This is an optimization exercise on Yosys and OpenROAD, whose aim is small area and a short achievable clock period, not a production implementation. RTL that was checked went through simulation tests only; none was proved equivalent to the original. For run 1, only the layout was checked, not whether the RTL still works. Power figures rest on the tool's default switching activity, not on a simulated workload.

==> flow/design.v, too long to show whole: its modules and the start of the top module <==
// module QE_M: 776 lines
// module qe_fa: 5 lines
// module qe_fs: 5 lines
// module qe_fc: 5 lines
// module qe_x2: 5 lines
// module qe_xn: 5 lines
// module qe_cy: 5 lines
// module qe_ha: 5 lines
module QE_M (clk, reset, in_a, in_b, in_c, in_x, mode, valid_in, last_input, valid_out, result);
  // ...
==> flow/flow/run.sh <==
#!/bin/bash
# The standard layout, with buf_2 cells as the port buffers.
bash standard.sh "BUFFER_PORTS_ARGS=-buffer_cell sky130_fd_sc_hd__buf_2" finish > standard.log 2>&1
==> flow/standard.sh <==
#!/bin/bash
# synth_recipe.tcl (not shown) runs the flow's synth.tcl, then flattens the netlist and writes it again
# the make line also repeats each setting of config.mk as NAME=value (left out here)
make -C /OpenROAD-flow-scripts/flow DESIGN_CONFIG=/design/flow/config.mk WORK_HOME=/design/flow/orfs CLKGATE_MAP_FILE= SYNTH_SCRIPT=/design/flow/synth_recipe.tcl "${@:-finish}"
==> flow/config.mk <==
export PLATFORM = sky130hd
export DESIGN_NAME = QE_M
export DESIGN_NICKNAME = QE_M
export VERILOG_FILES = /design/flow/design.v
export SDC_FILE = /design/flow/constraint.sdc
export NUM_CORES = 4
export LEC_CHECK = 0
export CAP_MARGIN = 20
export CORE_MARGIN = 2
export CORE_UTILIZATION = 40
export CTS_BUF_LIST = sky130_fd_sc_hd__clkbuf_8
export SETUP_SLACK_MARGIN = 4
export SLEW_MARGIN = 20
export SYNTH_HIERARCHICAL = 1
==> flow/constraint.sdc <==
create_clock -name core_clock -period 6.5 [get_ports {clk}]
set_input_delay 1.3000 -clock core_clock [delete_from_list [all_inputs] [get_ports {clk}]]
set_output_delay 1.3000 -clock core_clock [all_outputs]
set_load 0.01 [all_outputs]
==> run notes, run 1 <==
* Status: no timing/DRC/antenna violations
* Max incr delay on CP at 0.51 ns
* Hold Vio Cnt, Final at 0
* Sequential Power Share at 34.2%
* Largest family of logic cells by synthesized area: XOR/XNOR gates
* Sequential cell area share at 32.99%
* Area fraction of the dominant cell type after synthesis at 35.58%
* Final core occ at 46.29%
* Worst Setup SP: keep2
* Row cnt at 52
* Mapped Area at 8383 um2
* Total congestion overflow at 0
* Fillers at 2014
* Clock group power at 0.657 mW
* Non-clock buffer contribution to total cell area at 3.493%
* GR peak layer: met2
* Combinational power at 2.32 mW
* Crit share post-route at 37.13%
* Num Clock Sinks at 154
* TritonRoute pass-1 iters at 6
* CTS tree: done
* Synth unique cells at 52
* Hold Crit Depth at 0
* Setup CP Type: flip-flop to flip-flop
* Post-synthesis simple-gate area fraction at 11.27%
* Warnings, synthesis at 7
* Synth Area in Compound Gates at 14.76%
* CP Capture Type: flip-flop
* Cts repair resizes at 5
* List of most frequent post-synthesis cells: xor2_1 (184), dfxtp_1 (149), nand2_1 (105)
* Multi-input comb cells at 632
* Count leader, synth: xor2_1
* Multiplexer area fraction after synthesis at 0.2687%
* NetSw at 1.853 mW
* Yosys reg bits at 154
* Final non-filler cell area at 9458 um2
* R2R setup slack at 4.09 ns
==> inputs of run 2 (changes only) <==
--- a/flow/design.v
+++ b/flow/design.v
@@ -132,17 +132,17 @@
 qe_x2 td_cp_sx8 (.a(td_cp_p[8]), .b(td_cp_c[8]), .y(S3s[8]));
 qe_x2 td_cp_sx9 (.a(td_cp_p[9]), .b(td_cp_c[9]), .y(S3s[9]));
 qe_x2 td_cp_sx10 (.a(td_cp_p[10]), .b(td_cp_c[10]), .y(S3s[10]));
 qe_x2 td_cp_sx11 (.a(td_cp_p[11]), .b(td_cp_c[11]), .y(S3s[11]));
 qe_x2 td_cp_sx12 (.a(td_cp_p[12]), .b(td_cp_c[12]), .y(S3s[12]));
 qe_x2 td_cp_sx13 (.a(td_cp_p[13]), .b(td_cp_c[13]), .y(S3s[13]));
 qe_x2 td_cp_sx14 (.a(td_cp_p[14]), .b(td_cp_c[14]), .y(S3s[14]));
 qe_x2 td_cp_sx15 (.a(td_cp_p[15]), .b(td_cp_c[15]), .y(S3s[15]));
-wire [7:0] bg = ~(in_b & {8{~m1}});
+wire [7:0] bg = ~(in_b & {8{~mode}});
 wire pa_0_0, pa_0_1, pa_0_2, pa_0_3, pa_0_4, pa_0_5, pa_0_6, pa_0_7;
 wire pa_1_0, pa_1_1, pa_1_2, pa_1_3, pa_1_4, pa_1_5, pa_1_6, pa_1_7;
 wire pa_2_0, pa_2_1, pa_2_2, pa_2_3, pa_2_4, pa_2_5, pa_2_6, pa_2_7;
 wire pa_3_0, pa_3_1, pa_3_2, pa_3_3, pa_3_4, pa_3_5, pa_3_6, pa_3_7;
 wire pa_4_0, pa_4_1, pa_4_2, pa_4_3, pa_4_4, pa_4_5, pa_4_6, pa_4_7;
 wire pa_5_0, pa_5_1, pa_5_2, pa_5_3, pa_5_4, pa_5_5, pa_5_6, pa_5_7;
 wire pa_6_0, pa_6_1, pa_6_2, pa_6_3, pa_6_4, pa_6_5, pa_6_6, pa_6_7;
 wire pa_7_0, pa_7_1, pa_7_2, pa_7_3, pa_7_4, pa_7_5, pa_7_6, pa_7_7;
==> run notes, run 2 <==
* Height of the chip at 148.8 um (about the same)
* R2R setup slack at 4.13 ns (was 4.09 ns)
* Sw frac at 40.93% (was 40.99%)
* Post-synthesis sequential area ratio at 37.07% (was 37.09%)
* CP Launch Type: primary input (was flip-flop)
* H-tree depth at 4 (unchanged)
* Worst-skew pair later-pin latency at 0.45 ns (about the same)
* Hold Vio Cnt, Final at 0 (unchanged)
* Most frequent cells in the layout: xor2_1 (175), dfxtp_1 (141), nand2_1 (92), buf_2 (53), xnor2_1 (52) (was xor2_1 (172), dfxtp_1 (142), nand2_1 (92), buf_2 (53), xnor2_1 (51))
* Row cnt at 52 (unchanged)
* Worst R2R Start: keep2 (unchanged)
* Max Freq at 418.8 MHz (was 414.4 MHz)
* Sequential Power Share at 34.0% (was 34.2%)
* WL/cell at 14.03 um (was 14.31 um)
* Syn Area/Cell at 9.855 um2 (was 9.862 um2)
* Slew Limit Fails at 0 (unchanged)
* Total congestion overflow at 0 (unchanged)
* Num Clock Sinks at 154 (unchanged)
* Worst Setup SP: mode (was keep2)
* Worst-margin pin slew at 0.5529 ns (was 0.5865 ns)
* Crit share post-route at 36.73% (was 37.13%)
* Max-Cap Viols at 0 (unchanged)
* Synth top area cells: dfxtp_1 (36%), xor2_1 (19%), fa_1 (8.8%) (unchanged)
* Max incr delay on CP at 0.44 ns (was 0.51 ns)
* TritonRoute pass-1 iters at 5 (was 6)
* RD Place Congestion at 0.8104 (was 0.8008)
* Final core occ at 46.28% (was 46.29%)
* Most common cell after layout, fill and taps aside: xor2_1 (unchanged)
* Clock group share of total power at 14.9% (was 14.5%)
* R2R cell count at 7 (was 9)
* Setup_tns at 0 ns (unchanged)
* Core box area at 20430 um2 (unchanged)
* Area fraction of the dominant cell type after synthesis at 35.57% (was 35.58%)
* Post-route ant nets at 0 (unchanged)
* Die area at 22140 um2 (was 22130 um2)
* Pwr dens at 478.9 nW/um2 (was 477.9 nW/um2)
* Number of synthesized flops with an enable pin at 0 (unchanged)
* Hpwl dp at 12090 um (was 12230 um)
* Clock tree buffer depth at 2 (unchanged)
* Most used DFF post-synth: dfxtp_1 (unchanged)
* Post-layout minimum cycle time at 2.388 ns (was 2.413 ns)
* Routed wire length at 16410 um (was 16770 um)
* RSZ-0062 raised after global routing: yes (unchanged)
* Worst R2R End: S3b3 (was S3a15)
* Total vias in the final route at 5752 (was 5831)
* Top Registers: R x16, Y x16 (unchanged)
* Hold_ws at 0.3264 ns (was 0.3284 ns)
* Warnings, synthesis at 7 (unchanged)
* Met3 Routed Length at 722 um (was 748 um)
* Met2 wire len at 7345 um (was 7629 um)
* Antenna cells at 0 (unchanged)
* Initial antenna violation count at 0 (unchanged)
* Peak supply drop at 0.1573 mV (was 0.1435 mV)
* DRC Markers at 0 (unchanged)
* Die Wd at 148.8 um (about the same)
* Io pins at 54 (unchanged)
* Setup crit end: T1b7 (was S3a15)
* Count leader, synth: xor2_1 (unchanged)
* NetSw at 1.853 mW (about the same)
* Critical Path Fanout Max at 26 (was 12)
* Starting Density at 41.05% (was 41.03%)
* List of most frequent post-synthesis cells: xor2_1 (184), dfxtp_1 (149), nand2_1 (105) (unchanged)
* Synth Instances at 851 (was 850)
* Layout cells sized above 1 at 18.33% (was 18.18%)
* Worst clock skew at 0.01042 ns (was 0.009300 ns)
* CTS tree: done (unchanged)
* CP Capture Type: flip-flop (unchanged)
* Combinational share of power at 51.1% (was 51.2%)
* Fillers at 1953 (was 2014)
* Status: no timing/DRC/antenna violations (unchanged)
* Largest net degree at the start of global routing at 27 (was 19)
* Worst EP required at 6.83 ns (was 6.89 ns)
* CP Cell Sequence: buf_2 -> nand2b_4 -> fa_1 -> xor2_1 -> a22o_1 (was clkinvlp_4 -> clkbuf_2 -> o21ai_0 -> a21oi_1 -> xor2_1 -> fa_1 -> xor2_1 -> xor2_1 -> xor2_1)
* Arrival time worst endpoint at 2.72 ns (was 2.80 ns)
* Leak at 3.772 nW (was 3.791 nW)
* Max-slew headroom at 63.09% (was 60.85%)
* Setup CP Type: primary input to flip-flop (was flip-flop to flip-flop)
* Top routing layer used: met4 (unchanged)
* GR Util All Layers at 15.89% (was 15.87%)
* Clk root buf: clkbuf_8 (unchanged)
* Internal power at 2.675 mW (was 2.667 mW)
* Mapped Area at 8387 um2 (was 8383 um2)
* Clock transition at path regs at 0.08 ns (about the same)
* I/O Buffers at 53 (unchanged)
* First-pass GRT wire length at 28140 um (was 27960 um)
* Wire length on met1 at 8066 um (was 8152 um)
* Number of global-route vias before repair at 5737 (was 5619)
* Vias per cell at 4.916 (was 4.975)
* Final net count at 961 (was 963)
* First DRT Iteration DRCs at 340 (was 357)
* Final setup violation count at 0 (unchanged)
* Layout area overhead at 12.74% (was 12.82%)
* Yosys reg bits at 154 (unchanged)
* Synth unique cells at 52 (unchanged)
* FFs w/ async S/R, synth at 3.247% (unchanged)
* Slowest CP cell: fa_1 (unchanged)
* Top cell type by total area after synthesis: dfxtp_1 (unchanged)
* Num CTS Buffers at 17 (unchanged)
* HP Class: flip-flop to flip-flop (unchanged)
[run 2: cell count changes in the layout (fill, tap and decap cells not counted), moves of 2 or more]
| cell | previous run | this run |
|---|---|---|
| inv_1 | 23 | 20 |
| o21ai_0 | 29 | 32 |
| o21ai_1 | 4 | 1 |
| xor2_1 | 172 | 175 |
| xor2_2 | 12 | 9 |
| buf_4 | 8 | 6 |
| nor3b_2 | 0 | 2 |
[run 2: critical path: cells and delay by family]
kind / cells / cell delay [ns]
AOI/OAI and AO/OA: 1 / 0.19
xor gates and xnor gates: 1 / 0.20
adders and majority gates: 1 / 0.44
buffers and inverters: 1 / 0.36
and+or+nand+nor: 1 / 0.22
[run 2: logic make-up after synthesis]
logic type | after synthesis | synth area share (%)
xor gates and xnor gates | 236 | 24.65
and+or+nand+nor | 195 | 11.26
AOI/OAI and AO/OA | 158 | 14.75
DFF | 154 | 37.07
buffers and inverters | 67 | 3.073
adders and majority gates | 37 | 8.832
other | 2 | 0.08955
muxes | 2 | 0.2685
[run 2: what timing repair did]
item	4_1_cts	5_1_grt
endpoints found under the hold margin	0	0
hold buffers	0	0
resized for setup	8	15
buffers inserted	3	4
pin swaps	6	6
endpoints found under the setup margin	29	23
gates cloned	1	1
[run 2: worst min path at each step]
stage                     cells past startpoint  slack, ns     to  startpoint
after floorplan                               0       0.31  C2[0]       C1[0]
after global placement                        0       0.31  C2[0]       C1[0]
after detailed placement                      0       0.31  C2[3]       C1[3]
after CTS                                     0       0.33  C2[4]       C1[4]
after global routing                          0       0.33  C2[7]       C1[7]
final                                         0       0.33  C2[4]       C1[4]
[run 2: modules after synthesis (local to each module, per instance)]
module | flip-flops and latches | cells inside
QE_M | 154 | 588
qe_cy | 0 | 1
qe_fa | 0 | 1
qe_x2 | 0 | 1
qe_xn | 0 | 1
[run 2: through the flow]
step                      power [mW]  cells  setup slack (ns)  area (um2)
after global placement         3.797   1129             3.684        8927
after detailed placement       3.840   1129             3.650        8927
final                          4.528   1170             4.112        9455
after CTS                      4.543   1165             4.013        9350
after global routing           4.950   1170             3.952        9455
after floorplan                3.438    853             3.968        8796
[run 2: final cells by class]
| class | count | area, um2 | area share, % |
|---|---|---|---|
| Timing Repair inverter | 2 | 15.01 | 0.1588 |
| Sequential cell | 154 | 3122 | 33.02 |
| Inverter | 20 | 78.83 | 0.8337 |
| Multi-Input combinational cell | 632 | 5201 | 55.01 |
| Timing Repair Buffer | 60 | 330.3 | 3.493 |
| Clock inverter | 14 | 122.6 | 1.297 |
| Tap cell | 270 | 337.8 | 3.573 |
| Clock buffer | 18 | 247.7 | 2.620 |
[run 2: metal layers]
layer / GRT usage, % / up-vias
met5: 0 / -
met4: 5.381 / 0
met3: 3.333 / 24
met2: 25.28 / 132
met1: 21.62 / 2710
li1: - / 2886
[run 2: power groups by stage]
stage | sequential (mW) | combinational [mW] | clock, mW
6_report | 1.54 | 2.31 | 0.674
5_1_grt | 1.58 | 2.63 | 0.740
4_1_cts | 1.54 | 2.30 | 0.704
3_5_place_dp | 1.56 | 2.28 | 0
3_3_place_gp | 1.56 | 2.24 | 0
2_1_floorplan | 1.44 | 2.00 | 0

==> separate check: timing with driven ports <==
The results above use ideal ports. As a check the final layouts listed here were re-extracted and re-timed, cells and wires unchanged. Step 1 (the two cells are an assumption about what drives the block):
set clk [get_ports {clk}]
set_driving_cell -lib_cell sky130_fd_sc_hd__clkbuf_16 $clk
set_driving_cell -lib_cell sky130_fd_sc_hd__buf_2 [delete_from_list [all_inputs] $clk]
Step 2 moves the port delays by t, midway between the first and last clock arrival at a register: inputs arrive t later, outputs are due t later. That takes back most of the time a late clock gives input paths. a / b / c = ideal / step 1 / step 2; a / b = the first two.
run | shift t [ns] | setup WS [ns] | worst setup path at the end | worst register clock-pin slew, ns | worst data-port slew with drivers (ns)
run 1 | 0.481 | 4.087 / 4.087 / 3.647 | input to register | 0.08 / 0.08 | 0.05
run 2 | 0.476 | 4.112 / 4.128 / 3.652 | input to register | 0.09 / 0.09 | 0.03
After both steps every run listed still meets setup and hold. For run 2, which loses most, drivers alone change the setup slack by +0.016 ns; drivers and shift together by -0.460 ns.
